Context: an optimization exercise on an open-source flow, tuned for small area. The choices shown serve that exercise and are no tape-out recipe. RTL that was checked went through simulation tests only; none was proved equivalent to the original. Power and IR drop assume default switching activity.

Setup of xenon:
Design apb_spi_master, start of the top module:
module apb_spi_master (
    input  wire        pclk_i,
    input  wire        rst_n_i,
    input  wire        psel_i,
    input  wire        penable_i,
    input  wire [ 3:0] paddr_i,
    input  wire        pwrite_i,
    input  wire [31:0] pwdata_i,
    output reg  [31:0] prdata_o,
    output wire        pready_o,
    output reg         spi_clk_o,
    output reg         spi_sdo_o,
    output wire        spi_cs_n_o,
    input  wire        spi_sdi_i
);
    localparam [2:0] S_IDLE = 3'd0, S_CMD = 3'd1, S_ADDR = 3'd2, S_DUMMY = 3'd3,
                     S_TX = 3'd4, S_RX = 3'd5, S_EOT = 3'd6;
    reg  [ 2:0] state;
    reg  [31:0] reg_cmd;
    reg  [31:0] reg_addr;
    reg  [31:0] reg_len;
    reg  [31:0] reg_wdata;
    reg  [31:0] reg_rdata;
    reg  [15:0] ctrl_div;    
    reg  [13:0] ctrl_mid;    
    reg         ctrl_rx;     
    reg         ctrl_tx;     
    reg         req_rd;      
    reg         req_wr;      
    reg         cmd_b;       
    reg  [ 3:0] req_addr;
    reg  [ 7:0] req_len;
    reg  [15:0] req_wdata;
    reg         tx_busy;
    reg  [15:0] tx_cnt;
    reg         rx_busy;
    reg  [ 7:0] rx_len;
    reg  [15:0] rx_cnt;
    reg  [31:0] rx_data;
    reg         rx_wait;
    reg  [15:0] clk_cnt;
    reg         clk_q;
    wire        st_idle  = state == S_IDLE;
    wire        st_cmd   = state == S_CMD;
    wire        st_addr  = state == S_ADDR;
    wire        st_dummy = state == S_DUMMY;
    wire        st_tx    = state == S_TX;
    wire        st_rx    = state == S_RX;
    wire        st_eot   = state == S_EOT;
    wire        active   = !(st_idle || st_eot);
    wire        tx_phase = st_cmd || st_addr || st_tx;
    assign pready_o   = 1'b1;
    assign spi_cs_n_o = !active;
    function [15:0] inc16;
        input [15:0] x;
        integer i;
        reg c;
        begin
            c = 1'b1;
            for (i = 0; i < 16; i = i + 1) begin
                inc16[i] = x[i] ^ c;
                c = c & x[i];
            end
        end
    endfunction
  ...
clock: 5.0 ns
lec_check: 0
cap_margin: 20
core_margin: 2
core_utilization: 40
slew_margin: 20
synth_hierarchical: 1
synth_minimum_keep_size: 0
standard.sh (not shown) runs the stock make flow with config.mk's settings and CLKGATE_MAP_FILE= SYNTH_SCRIPT=/design/flow/synth_recipe.tcl, a recipe that flattens the netlist after the stock synthesis.
==> flow/flow/run.sh <==
#!/bin/bash
# Standard layout, with the port buffers made of the smallest buffer cell
# (the default picks a much larger delay cell) and a clock tree without
# dummy balancing loads.
set -euo pipefail
export BUFFER_PORTS_ARGS="-buffer_cell sky130_fd_sc_hd__buf_1"
export CTS_ARGS="-sink_clustering_enable -repair_clock_nets -sink_clustering_size 20 -sink_clustering_max_diameter 60 -buf_list {sky130_fd_sc_hd__clkbuf_4 sky130_fd_sc_hd__clkbuf_8 sky130_fd_sc_hd__clkbuf_16} -dont_use_dummy_load"
bash standard.sh > standard_flow.log 2>&1
The following lists how ember was set up differently from xenon:
==> flow/flow/run.sh <==
#!/bin/bash
# Standard layout, with the port buffers made of the smallest buffer cell
# (the default picks a much larger delay cell) and a clock tree without
# dummy balancing loads.
set -euo pipefail
export BUFFER_PORTS_ARGS="-buffer_cell sky130_fd_sc_hd__buf_1"
export CTS_ARGS="-sink_clustering_enable -repair_clock_nets -sink_clustering_size 16 -sink_clustering_max_diameter 50 -buf_list {sky130_fd_sc_hd__clkbuf_2 sky130_fd_sc_hd__clkbuf_4 sky130_fd_sc_hd__clkbuf_8} -dont_use_dummy_load"
bash standard.sh > standard_flow.log 2>&1
Notes after the runs:
[compare] base=xenon new=ember: internal power consumption lower; number of non-filler instances in the completed layout higher.
Compared to xenon, the router laid down more metal wire for ember.
Looking at first-pass GRT wire length, ember sits 0.31% above xenon.
The period utilization in ember was higher than what xenon gave.
Higher maximum frequency among ember and xenon: xenon
Est. power | ember vs xenon | ember lower
ember packs its core more loosely than xenon.
Changes observed in ember relative to xenon: least setup slack across all paths after layout now smaller; mean number of vias per cell fell by 0.79%.
No functional check of the RTL was part of any run of this note.

---

Setup of run A:
Another version of the RTL of apb_spi_master (not shown whole).
Size in the first run: ~14000 um^2 of cells after synthesis.
clock: 5.0 ns
lec_check: 0
cap_margin: 20
core_margin: 2
core_utilization: 40
slew_margin: 20
synth_hierarchical: 1
synth_minimum_keep_size: 0
==> flow/flow/run.sh <==
#!/bin/bash
# Standard layout, with the port buffers made of the smallest buffer cell
# (the default picks a much larger delay cell) and a clock tree without
# dummy balancing loads.
set -euo pipefail
export BUFFER_PORTS_ARGS="-buffer_cell sky130_fd_sc_hd__buf_1"
export CTS_ARGS="-sink_clustering_enable -repair_clock_nets -sink_clustering_size 14 -sink_clustering_max_diameter 50 -buf_list {sky130_fd_sc_hd__clkbuf_2 sky130_fd_sc_hd__clkbuf_4 sky130_fd_sc_hd__clkbuf_8} -dont_use_dummy_load"
bash standard.sh > standard_flow.log 2>&1
Input changes introduced in run B (baseline for comparison: run A):
==> flow/flow/run.sh <==
#!/bin/bash
# Standard layout, with the port buffers made of the smallest buffer cell
# (the default picks a much larger delay cell) and a clock tree without
# dummy balancing loads.
set -euo pipefail
export BUFFER_PORTS_ARGS="-buffer_cell sky130_fd_sc_hd__buf_1"
export CTS_ARGS="-sink_clustering_enable -repair_clock_nets -sink_clustering_size 24 -sink_clustering_max_diameter 60 -buf_list {sky130_fd_sc_hd__clkbuf_16} -dont_use_dummy_load"
bash standard.sh > standard_flow.log 2>&1
[summary]
- Every run (run B and run A) finished clean.
- In run B the worst setup slack turned out 0.0032 ns lower than in run A.
- Clock-pin slew on the worst setup and hold paths delta (run B -> run A): insignificant
- From run A to run B, die area did not move at all.
- The power share of the clock group in run B sits 4.0 points above the value recorded for run A.
Input-level comparison between run C and run B:
==> flow/flow/run.sh <==
#!/bin/bash
# Standard layout, with the port buffers made of the smallest buffer cell
# (the default picks a much larger delay cell) and a clock tree without
# dummy balancing loads.
set -euo pipefail
export BUFFER_PORTS_ARGS="-buffer_cell sky130_fd_sc_hd__buf_1"
export CTS_ARGS="-sink_clustering_enable -repair_clock_nets -sink_clustering_size 16 -sink_clustering_max_diameter 50 -buf_list {sky130_fd_sc_hd__clkbuf_2 sky130_fd_sc_hd__clkbuf_4 sky130_fd_sc_hd__clkbuf_8} -dont_use_dummy_load"
bash standard.sh > standard_flow.log 2>&1
--- outcome ---
Run C: worst hold slack across all endpoints 0.013 ns above run B
Delta (run C minus run B): utilization decreased 0.61 points, global-route wire length before repair increased about 0.32%, maximum clock frequency essentially unchanged.
Run C vs run B — number of global-route vias before repair climbed slightly
Run C: shortest clock period the worst path allows after layout 0.0062 ns below run B
#### Input delta (run D over run C)
Settings: CORE_UTILIZATION now 65, was 40.
==> comparison <==
For placed cell count, dividing the value from run C by the value from run D gives 1.13. Summary — starting density of the core, run D relative to run C: higher, by 26 points. In the flow results for run C and run D, the aggregate global-route resource usage is larger on run D. Worst setup slack: run D lower than run C. Relative to run C, run D degrades post-layout minimum cycle time. Run comparison: run D top metal layer carrying routed signals met4; run C top metal layer carrying routed signals met5. As of run D, non-clock buffer count had risen by a few percent compared to run C.

---

Another version of the RTL of apb_spi_master (not shown whole).
Size: ~78 I/O pins, ~15,000 sq um of cells after synthesis.
==> flow/config.mk <==
export PLATFORM = sky130hd
export DESIGN_NAME = apb_spi_master
export DESIGN_NICKNAME = apb_spi_master
export VERILOG_FILES = /design/flow/design.v
export SDC_FILE = /design/flow/constraint.sdc
export NUM_CORES = 4
export LEC_CHECK = 0
export CAP_MARGIN = 20
export CORE_MARGIN = 2
export CORE_UTILIZATION = 40
export SLEW_MARGIN = 20
==> flow/constraint.sdc <==
create_clock -name core_clock -period 5.0 [get_ports {pclk_i}]
set_input_delay 1.0000 -clock core_clock [delete_from_list [all_inputs] [get_ports {pclk_i}]]
set_output_delay 1.0000 -clock core_clock [all_outputs]
set_load 0.01 [all_outputs]
run.sh (not shown) runs the stock make flow with config.mk's settings and CLKGATE_MAP_FILE= SYNTH_SCRIPT=/design/flow/synth_recipe.tcl, a recipe that flattens the netlist after the stock synthesis.
Stock flow here: none of the scripts above is used.
The starting point completed without violations.
Next try:
Settings changed: CTS_BUF_LIST from default to sky130_fd_sc_hd__clkbuf_2 sky130_fd_sc_hd__clkbuf_4 sky130_fd_sc_hd__clkbuf_8, CTS_CLUSTER_DIAMETER from default to 60, CTS_CLUSTER_SIZE from default to 20.
Global-route usage falls by 0.22 points.
Total power went down by roughly a tenth.
Count of clock-buffer cells in the layout drops by 26.
Clock skew goes up by 0.016 ns.
Flip-flop and latch count does not change.
Core utilization falls by 1.5 points.
Sequential power is about the same.
Next try:
==> flow/flow/run.sh (new file) <==
#!/bin/bash
# Standard layout, with the port buffers made of the smallest buffer cell
# (the default picks a much larger delay cell).
set -euo pipefail
export BUFFER_PORTS_ARGS="-buffer_cell sky130_fd_sc_hd__buf_1"
bash standard.sh > standard_flow.log 2>&1
==> flow/standard.sh (new file) <==
#!/bin/bash
# synth_recipe.tcl (not shown) runs the flow's synth.tcl, then flattens the netlist and writes it again
# the make line also repeats each setting of config.mk as NAME=value (left out here)
make -C /OpenROAD-flow-scripts/flow DESIGN_CONFIG=/design/flow/config.mk WORK_HOME=/design/flow/orfs CLKGATE_MAP_FILE= SYNTH_SCRIPT=/design/flow/synth_recipe.tcl "${@:-finish}"
removed: flow/run.sh
Result:
- hold slack gets worse by 0.058 ns
- setup slack gets better by 0.051 ns
- synthesized cell count is unchanged
- flip-flop and latch count stays the same
- cell count barely changes
- core utilization goes down by 1.4 points
- design area is lower by 3.1%
- clock skew rose by 0.025 ns
- combinational power drops by about 4%
- count of clock-buffer cells in the layout went down by 5
- die area stays the same
Next try:
==> flow/flow/run.sh (replaced) <==
#!/bin/bash
# Standard layout, with the port buffers made of the smallest buffer cell
# (the default picks a much larger delay cell) and a clock tree without
# dummy balancing loads.
set -euo pipefail
export BUFFER_PORTS_ARGS="-buffer_cell sky130_fd_sc_hd__buf_1"
export CTS_ARGS="-sink_clustering_enable -repair_clock_nets -sink_clustering_size 20 -sink_clustering_max_diameter 60 -buf_list {sky130_fd_sc_hd__clkbuf_2 sky130_fd_sc_hd__clkbuf_4 sky130_fd_sc_hd__clkbuf_8} -dont_use_dummy_load"
bash standard.sh > standard_flow.log 2>&1
=>
- The changed run completed with no timing, DRC or antenna violations
- wire length shrinks slightly
- synthesized cell count stays the same
- non-clock buffer count is unchanged
- setup slack got worse by 0.0074 ns
- die area is unchanged
- maximum frequency hardly moves
Next try:
==> flow/run.sh (new file) <==
#!/bin/bash
# synth_recipe.tcl (not shown) runs the flow's synth.tcl, then flattens the netlist and writes it again
# the make line also repeats each setting of config.mk as NAME=value (left out here)
make -C /OpenROAD-flow-scripts/flow DESIGN_CONFIG=/design/flow/config.mk WORK_HOME=/design/flow/orfs CLKGATE_MAP_FILE= SYNTH_SCRIPT=/design/flow/synth_recipe.tcl finish
Settings changed: CAP_MARGIN 20 to 0, SLEW_MARGIN 20 to 0.
removed: flow/flow/run.sh
removed: flow/standard.sh
Clock power is higher by a quarter to a third.
Maximum frequency is lower slightly.
Wire length is higher slightly.
Power is higher by a little under a tenth.
Combinational power is higher by a few percent.
Synthesized area does not change.
Hold slack improved by 0.0099 ns.
Core utilization is higher by 2.1 points.
Global-route usage is higher by 0.48 points.
Non-clock buffer count is lower by 1.
Die area is unchanged.
Function was not checked in any run of this note: the RTL went through the layout flow alone.

what the ideal ports hide:
In the flow no input, the clock included, has a driving cell. The finished layouts below were timed again as built, in two steps. Step 1 sets driving cells, clkbuf_16 on the clock port and buf_2 on the other inputs (assumed; they add their load-dependent delay and slew). Step 2 adds t to the input delays and takes it off the output delays; t is the mean of the earliest and latest rising clock arrival at the registers after step 1. Input paths then give back, and output paths get back, about the clock's delay inside the block. a / b / c = no drivers / after step 1 / after step 2; a / b = the first two.
| run | shift t [ns] | setup slack, ns | worst setup path after step 2 |
|---|---|---|---|
| xenon | 0.583 | 0.291 / 0.291 / 0.291 | register to register |
| ember | 0.586 | 0.263 / 0.263 / 0.263 | register to register |
| run A | 0.575 | 0.307 / 0.307 / 0.307 | register to register |
| run B | 0.590 | 0.304 / 0.304 / 0.304 | register to register |
| run C | 0.571 | 0.310 / 0.310 / 0.310 | register to register |
| run D | 0.566 | 0.276 / 0.276 / 0.276 | register to register |
| the first run of note 3 | 0.572 | 0.350 / 0.350 / 0.350 | register to register |
| the second run of note 3 | 0.680 | 0.370 / 0.370 / 0.370 | register to register |
| the third run of note 3 | 0.660 | 0.422 / 0.422 / 0.422 | register to register |
| the fourth run of note 3 | 0.631 | 0.414 / 0.414 / 0.414 | register to register |
| the fifth run of note 3 | 0.681 | 0.358 / 0.358 / 0.358 | register to register |
After both steps setup and hold are still met in every run listed.
